Context: an optimization exercise on an open-source flow, tuned for small area. The choices shown serve that exercise and are no tape-out recipe. Function was checked by simulation only, so behaviour that the tests miss may differ from the original. Power figures rest on the tool's default switching activity, not on a simulated workload.

// pll_d
module pll_d(
	output logic freq_synced,
	input freq_in,
	input Clock, nReset
	);
wire first_second, timeout, ready, nz, measuring;
wire [16-1:0] counter_1, f_out, f_out_next;
pfd p0(
	.first_second, .timeout, .ready, .nz, .measuring,
	.counter_1, .f_out, .f_out_next,
	.f_1(freq_in), .f_2(freq_synced),
	.Clock, .nReset
);
freq_gen f0(.f_out(freq_synced),
	.first_second, .timeout, .ready, .nz, .measuring,
	.diff_1(counter_1), .f_in(f_out), .f_in_next(f_out_next),
	.Clock, .nReset
	);
endmodule
Size in the first run: ~4 I/O pins, ~4500 um2 of cells after synthesis.
==> flow/config.mk <==
export PLATFORM = sky130hd
export DESIGN_NAME = pll_d
export DESIGN_NICKNAME = pll_d
export VERILOG_FILES = /design/flow/design.v
export SDC_FILE = /design/flow/constraint.sdc
export NUM_CORES = 4
export LEC_CHECK = 0
export CAP_MARGIN = 20
export CORE_MARGIN = 2
export CORE_UTILIZATION = 70
export GPL_TIMING_DRIVEN = 0
export PLACE_DENSITY = 0.8
export SLEW_MARGIN = 20
==> flow/constraint.sdc <==
create_clock -name core_clock -period 6.0 [get_ports {Clock}]
set_input_delay 1.2000 -clock core_clock [delete_from_list [all_inputs] [get_ports {Clock}]]
set_output_delay 1.2000 -clock core_clock [all_outputs]
set_load 0.01 [all_outputs]
standard.sh (not shown) runs the stock make flow with config.mk's settings and CLKGATE_MAP_FILE= SYNTH_SCRIPT=/design/flow/synth_recipe.tcl, a recipe that flattens the netlist after the stock synthesis.
==> flow/flow/run.sh <==
#!/bin/bash
# The standard layout with two changes:
#  - after the standard synthesis, the combinational logic between its
#    flip-flops is mapped again by ABC for area (flow/reabc.tcl); every
#    flip-flop keeps its name and cell;
#  - clock tree synthesis adds no dummy loads (cells that only balance the
#    clock tree's load and drive nothing);
#  - the ports are buffered with buf_2 rather than a delay buffer.
set -euo pipefail
export BUFFER_PORTS_ARGS="-buffer_cell sky130_fd_sc_hd__buf_2"
export CTS_ARGS="-sink_clustering_enable -repair_clock_nets -dont_use_dummy_load"
RES=orfs/results/$FLOW_PLATFORM/pll_d/base
LIB=$FLOW_HOME/platforms/$FLOW_PLATFORM/lib/sky130_fd_sc_hd__tt_025C_1v80.lib
YOSYS=$(command -v yosys || echo "$FLOW_HOME/../tools/install/yosys/bin/yosys")

bash standard.sh synth > synth.log 2>&1
cp $RES/1_2_yosys.v standard_synth.v
python3 flow/mklib.py "$LIB" comb.lib > mklib.log 2>&1
LIB=$LIB RES=$RES COMBLIB=comb.lib TOP=$FLOW_TOP "$YOSYS" -c flow/reabc.tcl > reabc.log 2>&1
rm -f $RES/1_synth.odb $RES/1_synth.sdc
bash standard.sh > standard.log 2>&1
==> flow/flow/reabc.tcl <==
# Re-map the combinational logic of the standard synthesis for area.
# Flip-flops (and the full adders) are left exactly as they are: only the
# logic between them is read as gates and mapped again by ABC.
yosys -import
set lib $::env(LIB)
set res $::env(RES)
read_verilog $res/1_2_yosys.v
read_liberty -lib $lib
read_liberty -overwrite -ignore_miss_func $::env(COMBLIB)
hierarchy -check -top $::env(TOP)
flatten
opt_clean
abc -liberty $lib -dont_use *lpflow* -dont_use *probe* -script "+strash;dc2;dch;amap;strash;dch;amap;"
opt_clean -purge
setundef -zero
hilomap -singleton -hicell sky130_fd_sc_hd__conb_1 HI -locell sky130_fd_sc_hd__conb_1 LO
splitnets
opt_clean -purge
insbuf -buf sky130_fd_sc_hd__buf_4 A X
yosys rename -enumerate -pattern reabc_%
read_liberty -lib -overwrite $lib
hierarchy -check -top $::env(TOP)
check -assert -mapped
stat -liberty $lib
write_verilog -noattr -nohex -nodec $res/1_2_yosys.v
Other scripts of this flow, unchanged in this note and not shown: flow/flow/mklib.py
==> next run, changes <==
--- a/flow/flow/run.sh
+++ b/flow/flow/run.sh
@@ -1,4 +1,4 @@
 #!/bin/bash
-# The standard layout with two changes:
+# The standard layout with three changes:
 #  - after the standard synthesis, the combinational logic between its
 #    flip-flops is mapped again by ABC for area (flow/reabc.tcl); every
--- a/flow/flow/reabc.tcl
+++ b/flow/flow/reabc.tcl
@@ -11,5 +11,5 @@
 flatten
 opt_clean
-abc -liberty $lib -dont_use *lpflow* -dont_use *probe* -script "+strash;dc2;dch;amap;strash;dch;amap;"
+abc -liberty $lib -dont_use *lpflow* -dont_use *probe* -script "+strash;if,-K,6;mfs2,-W,10;strash;dc2;dch;amap;strash;dch;amap;"
 opt_clean -purge
 setundef -zero
GPL_TIMING_DRIVEN = default   (was 0)
Result: Global-route usage falls by 0.17 points; cell count shrinks slightly; final area came out lower slightly; synthesized cell count went down slightly; clock-buffer cell count does not change; core utilization went down by 0.28 points; power falls by roughly a tenth.
==> next run, changes <==
--- a/flow/flow/reabc.tcl
+++ b/flow/flow/reabc.tcl
@@ -11,5 +11,5 @@
 flatten
 opt_clean
-abc -liberty $lib -dont_use *lpflow* -dont_use *probe* -script "+strash;if,-K,6;mfs2,-W,10;strash;dc2;dch;amap;strash;dch;amap;"
+abc -liberty $lib -dont_use *lpflow* -dont_use *probe* -script "+strash;dc2;dch;amap;strash;dch;amap;"
 opt_clean -purge
 setundef -zero
CAP_MARGIN = 5   (was 20)
SLEW_MARGIN = 5   (was 20)
Power increases by 10%.
Via count increases by 1.9%.
Sequential cell count stays the same.
Clock power increases by about 3%.
Global-route usage barely changes.
==> next run, changes <==
--- a/flow/flow/run.sh
+++ b/flow/flow/run.sh
@@ -1,12 +1,10 @@
 #!/bin/bash
-# The standard layout with three changes:
+# The standard layout with two changes:
 #  - after the standard synthesis, the combinational logic between its
 #    flip-flops is mapped again by ABC for area (flow/reabc.tcl); every
 #    flip-flop keeps its name and cell;
 #  - clock tree synthesis adds no dummy loads (cells that only balance the
-#    clock tree's load and drive nothing);
-#  - the ports are buffered with buf_2 rather than a delay buffer.
+#    clock tree's load and drive nothing).
 set -euo pipefail
-export BUFFER_PORTS_ARGS="-buffer_cell sky130_fd_sc_hd__buf_2"
 export CTS_ARGS="-sink_clustering_enable -repair_clock_nets -dont_use_dummy_load"
 RES=orfs/results/$FLOW_PLATFORM/pll_d/base
CAP_MARGIN = 20   (was 5)
SLEW_MARGIN = 20   (was 5)
The changed run ran to the end with no violations.
First-iteration DRC count is lower by about 2.7%.
Critical path depth stays the same.
Power stays flat.

==> what the ideal ports hide <==
In the flow no input, the clock included, has a driving cell. The finished layouts below were timed again as built, in two steps. Step 1 assumes that a clkbuf_16 drives the clock port and a buf_2 every other input. Step 2 adds t to the input delays and takes it off the output delays; t is the mean of the earliest and latest rising clock arrival at the registers after step 1. Input paths then give back, and output paths get back, about the clock's delay inside the block. Slacks: ideal ports / drivers / drivers and shift; pairs: ideal ports / drivers.
run	t, ns	setup WS [ns]	worst setup path at the end	slew at the worst register clock pin (ns)	worst data-port slew with drivers (ns)
the first run	0.378	0.292 / 0.292 / 0.292	register to register	0.10 / 0.10	0.03
the second run	0.388	0.254 / 0.254 / 0.254	register to register	0.10 / 0.10	0.03
the third run	0.387	0.441 / 0.441 / 0.441	register to register	0.10 / 0.10	0.02
the fourth run	0.382	0.548 / 0.548 / 0.548	register to register	0.10 / 0.10	0.03
After both steps every run listed still meets setup and hold.
